This design comes from an exercise in tuning for small area on the open sky130 flow, not from production work.
The RTL was checked by simulation tests, not by an equivalence proof against the original design.
Power and IR drop assume default switching activity.

`flow/run.sh`:
```
#!/bin/bash
# synth_recipe.tcl (not shown) runs the flow's synth.tcl, then flattens the netlist and writes it again
# the make line also repeats each setting of config.mk as NAME=value (left out here)
make -C /OpenROAD-flow-scripts/flow DESIGN_CONFIG=/design/flow/config.mk WORK_HOME=/design/flow/orfs CLKGATE_MAP_FILE= SYNTH_SCRIPT=/design/flow/synth_recipe.tcl finish
```
`flow/config.mk`:
```
export PLATFORM = sky130hd
export DESIGN_NAME = Audio
export DESIGN_NICKNAME = Audio
export VERILOG_FILES = /design/flow/design.v
export SDC_FILE = /design/flow/constraint.sdc
export NUM_CORES = 4
export LEC_CHECK = 0
export CAP_MARGIN = 20
export CORE_MARGIN = 2
export CORE_UTILIZATION = 40
export SLEW_MARGIN = 20
```
`flow/constraint.sdc`:
```
create_clock -name core_clock -period 7.0 [get_ports {CLOCK_50}]
set_input_delay 1.4000 -clock core_clock [delete_from_list [all_inputs] [get_ports {CLOCK_50}]]
set_output_delay 1.4000 -clock core_clock [all_outputs]
set_load 0.01 [all_outputs]
```
`flow/design.v`:
```
module SevenSegmentDisplay(
    input [3:0] data_in,
    output reg [6:0] hex_out
);
    always @(*)
        case (data_in)
            4'h0: hex_out = 7'b1000000;
            4'h1: hex_out = 7'b1111001;
            4'h2: hex_out = 7'b0100100;
            4'h3: hex_out = 7'b0110000;
            4'h4: hex_out = 7'b0011001;
            4'h5: hex_out = 7'b0010010;
            4'h6: hex_out = 7'b0000010;
            4'h7: hex_out = 7'b1111000;
            4'h8: hex_out = 7'b0000000;
            4'h9: hex_out = 7'b0100000;
            4'hA: hex_out = 7'b0001000;
            4'hB: hex_out = 7'b0000011;
            4'hC: hex_out = 7'b1000110;
            4'hD: hex_out = 7'b0100001;
            4'hE: hex_out = 7'b0000110;
            4'hF: hex_out = 7'b0001110;
            default: hex_out = 7'b1111111;
        endcase
endmodule
module KeyToNote(
    input clock, reset,
    input [7:0] data,
    output reg [20:0] half_period
);
    localparam KEY_Q           = 8'h15;
    localparam KEY_W           = 8'h1D;
    localparam KEY_E           = 8'h24;
    localparam KEY_R           = 8'h2D;
    localparam KEY_T           = 8'h2C;
    localparam KEY_Y           = 8'h35;
    localparam KEY_U           = 8'h3C;
    localparam KEY_I           = 8'h43;
    localparam KEY_O           = 8'h44;
    localparam KEY_P           = 8'h4D;
    localparam KEY_OPEN_BRACE  = 8'h54;
    localparam KEY_CLOSE_BRACE = 8'h5B;
    localparam BREAK_CODE      = 8'hF0;
    localparam NOTE_C  = 19'd95555;
    localparam NOTE_DB = 19'd90192;
    localparam NOTE_D  = 19'd85130;
    localparam NOTE_EB = 19'd80352;
    localparam NOTE_E  = 19'd75842;
    localparam NOTE_F  = 19'd71585;
    localparam NOTE_GB = 19'd67568;
    localparam NOTE_G  = 19'd63775;
    localparam NOTE_AB = 19'd60196;
    localparam NOTE_A  = 19'd56817;
    localparam NOTE_BB = 19'd53628;
    localparam NOTE_B  = 19'd50618; 
    reg [20:0] half_period_held;
    always @(posedge clock)
        if (reset)
            half_period_held <= 21'd0;
        else
            half_period_held <= half_period;
    always @(*)
        case (data)
            KEY_Q:           half_period = NOTE_C;
            KEY_W:           half_period = NOTE_DB;
            KEY_E:           half_period = NOTE_D;
            KEY_R:           half_period = NOTE_EB;
            KEY_T:           half_period = NOTE_E;
            KEY_Y:           half_period = NOTE_F;
            KEY_U:           half_period = NOTE_GB;
            KEY_I:           half_period = NOTE_G;
            KEY_O:           half_period = NOTE_AB;
            KEY_P:           half_period = NOTE_A;
            KEY_OPEN_BRACE:  half_period = NOTE_BB;
            KEY_CLOSE_BRACE: half_period = NOTE_B;
            default:         half_period = half_period_held;
        endcase
endmodule
module SquareCode(
    input clock, reset,
    input enable,
    input [20:0] half_period, 
    input [15:0] volume,
    output [15:0] square_wave,
    output reg wr
);
    reg [20:0] counter;
    reg square;
    always @(posedge clock)
        if (reset)
            counter <= 21'd0;
        else if ((counter >= half_period) || ~enable)
            counter <= 21'd0;
        else counter <= counter + 1;
    always @(posedge clock)
        if (reset)
            wr <= 1'b0;
        else if ((counter >= half_period) && enable)
            wr <= 1'b1;
        else
            wr <= 1'b0;
    always @(posedge clock)
        if (reset)
            square <= 1'b0;
        else if (enable)
            if (counter >= half_period)
                square <= ~square;
    assign square_wave = (square && enable) ? volume : 16'd0;
endmodule
module ps2_keyboard( 
          input reset, 
          input clock,
          input ps2_clk, 
          input ps2_dat, 
          output reg valid_data, 
          output [7:0] data
); 
reg [8:0] shift_reg;
reg [3:0] count_bit;
assign data = shift_reg[7:0];
function parity_calc;
    input [7:0] a;
    parity_calc = ~(a[0] ^ a[1] ^ a[2] ^ a[3] ^ a[4] ^ a[5] ^ a[6] ^ a[7]);
endfunction
reg [9:0] ps2_clk_detect;
always @(posedge clock)
begin
    if (reset)
        ps2_clk_detect <= 10'd0;
    else
        ps2_clk_detect <= {ps2_clk, ps2_clk_detect[9:1]};
end
wire ps2_clk_negedge = &ps2_clk_detect[4:0] && &(~ps2_clk_detect[9:5]);
reg [1:0] state;
localparam IDLE = 2'd0;
localparam RECEIVE_DATA = 2'd1;
localparam CHECK_PARITY_STOP_BITS = 2'd2;
always @(posedge clock)
    if (reset)
        state <= IDLE;
    else if (ps2_clk_negedge)
        case (state)
            IDLE:
                if(!ps2_dat)
                    state <= RECEIVE_DATA;
            RECEIVE_DATA:
                if (count_bit == 8)
                    state <= CHECK_PARITY_STOP_BITS;
            CHECK_PARITY_STOP_BITS:
                state <= IDLE;
            default:
                state <= IDLE;
      endcase
always @(posedge clock)
    if (reset)
        valid_data <= 1'b0;
    else if (ps2_clk_negedge)
        if (ps2_dat &&
            parity_calc(shift_reg[7:0]) == shift_reg[8] &&
            state == CHECK_PARITY_STOP_BITS
        )
            valid_data <= 1'b1;
        else
            valid_data <= 1'b0;
always @(posedge clock)
    if (reset)
        shift_reg <= 9'b0;
    else if (ps2_clk_negedge)
        if(state == RECEIVE_DATA)
            shift_reg <= {ps2_dat, shift_reg[8:1]};
always @(posedge clock)
    if (reset)
        count_bit <= 4'b0;
    else if (ps2_clk_negedge)
        if(state == RECEIVE_DATA)
            count_bit <= count_bit + 4'b1;
        else
            count_bit <= 4'b0;
endmodule
module Audio(
    input CLOCK_50,
    input [3:0] KEY,
    input ps2_clock,
    input ps2_data,
    output reg [6:0] HEX0, HEX1,
    output [15:0] square_wave,
    output wr
);
    localparam KEY_Q           = 8'h15;
    localparam KEY_W           = 8'h1D;
    localparam KEY_E           = 8'h24;
    localparam KEY_R           = 8'h2D;
    localparam KEY_T           = 8'h2C;
    localparam KEY_Y           = 8'h35;
    localparam KEY_U           = 8'h3C;
    localparam KEY_I           = 8'h43;
    localparam KEY_O           = 8'h44;
    localparam KEY_P           = 8'h4D;
    localparam KEY_OPEN_BRACE  = 8'h54;
    localparam KEY_CLOSE_BRACE = 8'h5B;
    localparam BREAK_CODE      = 8'hF0;
    localparam VOLUME_DELTA = 15'h1FFF;
    localparam IDLE = 1'b0;
    localparam KEY_PRESSED = 1'b1;
    wire [20:0] half_period;
    wire [7:0] data;
    wire [13:0] hex_out;
    reg [15:0] volume;
    wire valid_data;
    reg break_start;
    reg enable;
    wire reset;
    reg valid_data_q;
    always @(posedge CLOCK_50)
        if (reset) begin
            valid_data_q <= 1'b0;
            break_start  <= 1'b0;
        end
        else begin
            valid_data_q <= valid_data;
            if (valid_data_q && !valid_data)
                if (data == BREAK_CODE)
                    break_start <= 1'b1;
                else
                    break_start <= 1'b0;
        end
    always @(posedge CLOCK_50)
        if (reset)
            enable <= IDLE;
        else case (enable)
            IDLE:
                if (valid_data && !break_start)
                    enable <= KEY_PRESSED;
            KEY_PRESSED:
                if (valid_data && break_start)
                    enable <= IDLE;
        endcase
    always @(*)
        if (enable)
            case (data)
                KEY_Q:           {HEX1, HEX0} = hex_out;
                KEY_W:           {HEX1, HEX0} = hex_out;
                KEY_E:           {HEX1, HEX0} = hex_out;
                KEY_R:           {HEX1, HEX0} = hex_out;
                KEY_T:           {HEX1, HEX0} = hex_out;
                KEY_Y:           {HEX1, HEX0} = hex_out;
                KEY_U:           {HEX1, HEX0} = hex_out;
                KEY_I:           {HEX1, HEX0} = hex_out;
                KEY_O:           {HEX1, HEX0} = hex_out;
                KEY_P:           {HEX1, HEX0} = hex_out;
                KEY_OPEN_BRACE:  {HEX1, HEX0} = hex_out;
                KEY_CLOSE_BRACE: {HEX1, HEX0} = hex_out;
                default: {HEX1, HEX0} = 14'h3FFF;
            endcase
        else
            {HEX1, HEX0} = 14'h3FFF;
    reg [2:0] reset_button_sync;
    always @(posedge CLOCK_50) begin
        reset_button_sync[0] <= KEY[0];
        reset_button_sync[1] <= reset_button_sync[0];
        reset_button_sync[2] <= reset_button_sync[1];
    end
    assign reset = ~reset_button_sync[2] & reset_button_sync[1];
    reg [2:0] volume_plus_button_sync;
    always @(posedge CLOCK_50) begin
        volume_plus_button_sync[0] <= KEY[1];
        volume_plus_button_sync[1] <= volume_plus_button_sync[0];
        volume_plus_button_sync[2] <= volume_plus_button_sync[1];
    end
    wire volume_plus;
    assign volume_plus = ~volume_plus_button_sync[2] & volume_plus_button_sync[1];
    reg [2:0] volume_minus_button_sync;
    always @(posedge CLOCK_50) begin
        volume_minus_button_sync[0] <= KEY[2];
        volume_minus_button_sync[1] <= volume_minus_button_sync[0];
        volume_minus_button_sync[2] <= volume_minus_button_sync[1];
    end
    wire volume_minus;
    assign volume_minus = ~volume_minus_button_sync[2] & volume_minus_button_sync[1];
    always @(posedge CLOCK_50)
        if (reset)
            volume <= 15'h7FFF;
        else begin
            if (volume_plus)
                volume <= volume + VOLUME_DELTA;
            if (volume_minus)
                volume <= volume - VOLUME_DELTA;
        end
    ps2_keyboard PS2Keyboard(
        .clock      (CLOCK_50),
        .reset      (reset),
        .ps2_clk    (ps2_clock),
        .ps2_dat    (ps2_data),
        .data       (data),
        .valid_data (valid_data)
    );
    SquareCode SquareCode(
        .clock       (CLOCK_50),
        .reset       (reset),
        .enable      (enable),
        .half_period (half_period),
        .volume      (volume),
        .square_wave (square_wave),
        .wr          (wr)
    );
    KeyToNote KeyToNote(
        .clock       (CLOCK_50),
        .reset       (reset),
        .data        (data),
        .half_period (half_period)
    );
    SevenSegmentDisplay SSeg0(
        .data_in (data[3:0]),
        .hex_out (hex_out[6:0])
    );
    SevenSegmentDisplay SSeg1(
        .data_in (data[7:4]),
        .hex_out (hex_out[13:7])
    );
endmodule
```
==> summary.txt <==
cells by family (layout without fill, tap and decap cells):
| group | Yosys count | count (layout) |
|---|---|---|
| mux | 22 | 22 |
| xor+xnor | 42 | 42 |
| compound gates | 150 | 150 |
| buf+inv | 63 | 79 |
| flops | 112 | 112 |
| fa+ha+maj | 54 | 54 |
| simple gates | 291 | 291 |
per-layer routing:
metal	wire length [µm]	global-route usage, %
met1	6390	21.9
met2	6270	28.2
met3	466	3.53
met4	186	5.50
met5	0	0
per-stage QoR:
step | util, % | instance area [µm²] | setup WS, ns
global route | 45.8 | 6960 | 1.32
CTS | 45.8 | 6960 | 1.85
detailed placement | 43.7 | 6650 | 1.88
finish | 45.8 | 6960 | 1.92
global placement | 43.7 | 6650 | 1.99
floorplan | - | 6230 | 3.26
power groups by stage:
stage / Combinational, W / Sequential [W] / Clock (W)
CTS: 0.000345 / 0.000722 / 0.000552
floorplan: 0.000287 / 0.000725 / 0
global placement: 0.000335 / 0.000735 / 0
global route: 0.000395 / 0.000729 / 0.000573
finish: 0.000347 / 0.000721 / 0.000530
detailed placement: 0.000341 / 0.000736 / 0
worst register-to-register path, delay by kind of cell, from the launching register on:
| kind | cells | cell delay (ns) |
|---|---|---|
| AND/OR/NAND/NOR | 8 | 2.72 |
| AO/OA/AOI/OAI | 4 | 1.39 |
| flip-flops | 1 | 0.68 |
| adder cells (fa/ha/maj) | 1 | 0.23 |
Yosys cell counts, types with 11 or more instances:
library cell  instances
nor2_1               93
ha_1                 53
clkbuf_1             19
nand2_1              66
and2_1               12
and3_1               24
dfxtp_1             112
xor2_1               19
or3_1                23
nand3_1              17
a21oi_1              47
a211oi_1             12
mux2i_1              21
inv_1                23
xnor2_1              23
o21ai_0              29
nor3_1               11
final cells by class:
class | instances | share of cell area (%)
Sequential cell | 112 | 32.2
Multi-Input combinational cell | 559 | 53.1
Clock buffer | 12 | 3.68
Inverter | 23 | 1.24
Tap cell | 188 | 3.38
Clock inverter | 4 | 0.737
Timing Repair Buffer | 40 | 5.61
layout by cell type, fill, tap and decap left out, types with 4 or more instances in the layout:
cell / n
dfxtp_1: 112
nor2_1: 93
nand2_1: 66
ha_1: 53
a21oi_1: 47
clkdlybuf4s50_1: 36
o21ai_0: 29
and3_1: 24
inv_1: 23
xnor2_1: 23
or3_1: 23
mux2i_1: 20
xor2_1: 19
nand3_1: 17
and2_1: 12
a211oi_1: 12
nor3_1: 11
a31oi_1: 9
clkbuf_16: 9
nand2b_1: 8
a21o_1: 8
nand3b_1: 5
o22ai_1: 5
o211ai_1: 5
nor2b_1: 4
nand4_1: 4
o21a_1: 4
buf_4: 4
path summary, 6_finish.rpt:
| check | end | slack, ns | cells after the start |
|---|---|---|---|
| setup reg to reg | SquareCode.counter[14] | 1.92 | 13 |
| hold reg to reg | volume_plus_button_sync[1] | 0.33 | 0 |
| setup / recovery | SquareCode.counter[14] | 1.92 | 13 |
| hold / removal | volume_plus_button_sync[1] | 0.33 | 0 |
==> metrics.yaml <==
cts_resized: 0
drt-initial-drc-count: 301
worstSetupEndpointType: "flop"
grt_first_pass_wirelength_um: 22700
avgViaCountPerCell: 5.37
worst_slew_pin_slew_ns: 0.840
initial_core_util_pct: 41.0
dieWidth_um: 129
synth_fa_ha_area_share_pct: 11.0
cts.clk_slew.worst_paths_ns: 0.07
irDropWorstVdd_v: 0.000123
p_int_w: 0.00114
r2r_start: "PS2Keyboard.shift_reg[5]"
worstPathArrival_ns: 5.35
p_total_w: 0.00160
tns_ns: 0
placed_cells_incl_taps: 922
async_flop_share_pct: 0
synth_edf_count: 0
multi_input_area_um2: 3700
slew_violations: 0
fin_cells: 938
cap_violations: 0
synth-compound-area-share_pct: 15.5
holdBufCountCts: 0
fill_cells: 1512
fin_skew_ns: 0.00886
hold_start: "volume_plus_button_sync[0]"
die_area_um2: 16600
h-tree-depth: 3
wl_um: 13300
nets: 806
slew_headroom_pct: 42.9
antenna_found_initial: 0
start_kind: "flop"
p_per_area_nw_per_um2: 230
slowest_stage: "nor3_4"
drc: 0
status: "complete, no violations"
fmax_mhz: 197
ios: 38
drive_above_1_share_pct: 4.67
cp.required_ns: 7.27
place_hpwl_um: 9460
setup_viol: 0
synth_mux_area_share_pct: 3.56
synthSimpleGateAreaFrac_pct: 23.3
cts_tree: "built"
yosys-top-cells-area: "dfxtp_1, ha_1, nor2_1"
dr_total_vias: 5035
register_area_um2: 2240
place_congestion: 0.891
synthesis.nets: 795
period_minus_slack_ns: 5.08
grt_max_degree: 55
synth_top_family_by_area: "simple AND/OR/NAND/NOR gates"
clock-root-buffer: "clkbuf_16"
cts_setup_buffers: 0
dr.pass1.iters: 4
wire_per_inst_um: 14.2
critPathTopFamily: "simple AND/OR/NAND/NOR gates"
p_comb_share_pct: 21.7
holdCritPathClass: "reg2reg"
row_count: 45
final.period_utilization_pct: 72.6
core_um2: 15200
fp.dieH_um: 129
criticalPathCategory: "reg2reg"
ys.flop_type: "dfxtp_1"
pwr-share-clk_pct: 33.2
globalRouteOverflowTotal: 0
leakagePower_nw: 2.66
seqPwrFrac_pct: 45.1
path_max_fanout: 27
hold_viol: 0
crit_chain: "or3b_1, nor4_2, a221o_2, nor3_4, nand2_1, nand3_1, ha_1, nand2b_1, a211oi_1, o211ai_1, a211oi_1, nand3_1, nor2_1"
ys_types: 67
crit_start: "PS2Keyboard.shift_reg[5]"
numCtsBuffers: 9
synth_largest_area_cell: "dfxtp_1"
rsz0062_at_grt: "false"
syn2layout_area_growth_pct: 11.8
cts.sinks: 112
slowest_delay_ns: 0.72
io_buffers: 36
p_switching_w: 0.000461
crit_buf_inv: 0
track_usage_pct: 16.9
clk_path_buf_depth: 2
insertion_delay_ns: 0.35
yosysTopAreaCellShare_pct: 36.0
whs_ns: 0.329
syn_area_per_cell_um2: 8.48
grt_pass1_vias: 4821
antenna_cells: 0
ys_ff_latch: 112
yosys_warnings: 5
drtAntennaViolNets: 0
seq_area_frac_synth_pct: 36.0
power.share.switching_pct: 28.9
syn_inst: 734
synth_xor_area_share_pct: 5.91
syn_area_um2: 6230
reg.largest.list: "KeyToNote.half_period_held: 21 flops, SquareCode.counter: 21 flops, volume: 16 flops"

==> afterwards: timing with drivers on the ports <==
No port has a modelled driver above. Below, the same layout with a new extraction and two added sets of constraints.
Step 1, drivers: a clkbuf_16 drives CLOCK_50 and a buf_2 each remaining input, both assumed.
Step 2 times the ports against the registers' clock, not the clock port: input delays grow and output delays shrink by t, the midpoint of the rising clock arrivals with the driver on.
Slacks: ideal / step 1 / step 2; pairs: ideal / step 1.
t (ns): 0.391
setup slack, ns: 1.920 / 1.920 / 1.920
latest minus earliest clock arrival (ns): 0.009 / 0.009
After both steps setup and hold are still met in this run. The setup slack of this run moves by 0.000 ns with the drivers and by 0.000 ns with both steps.
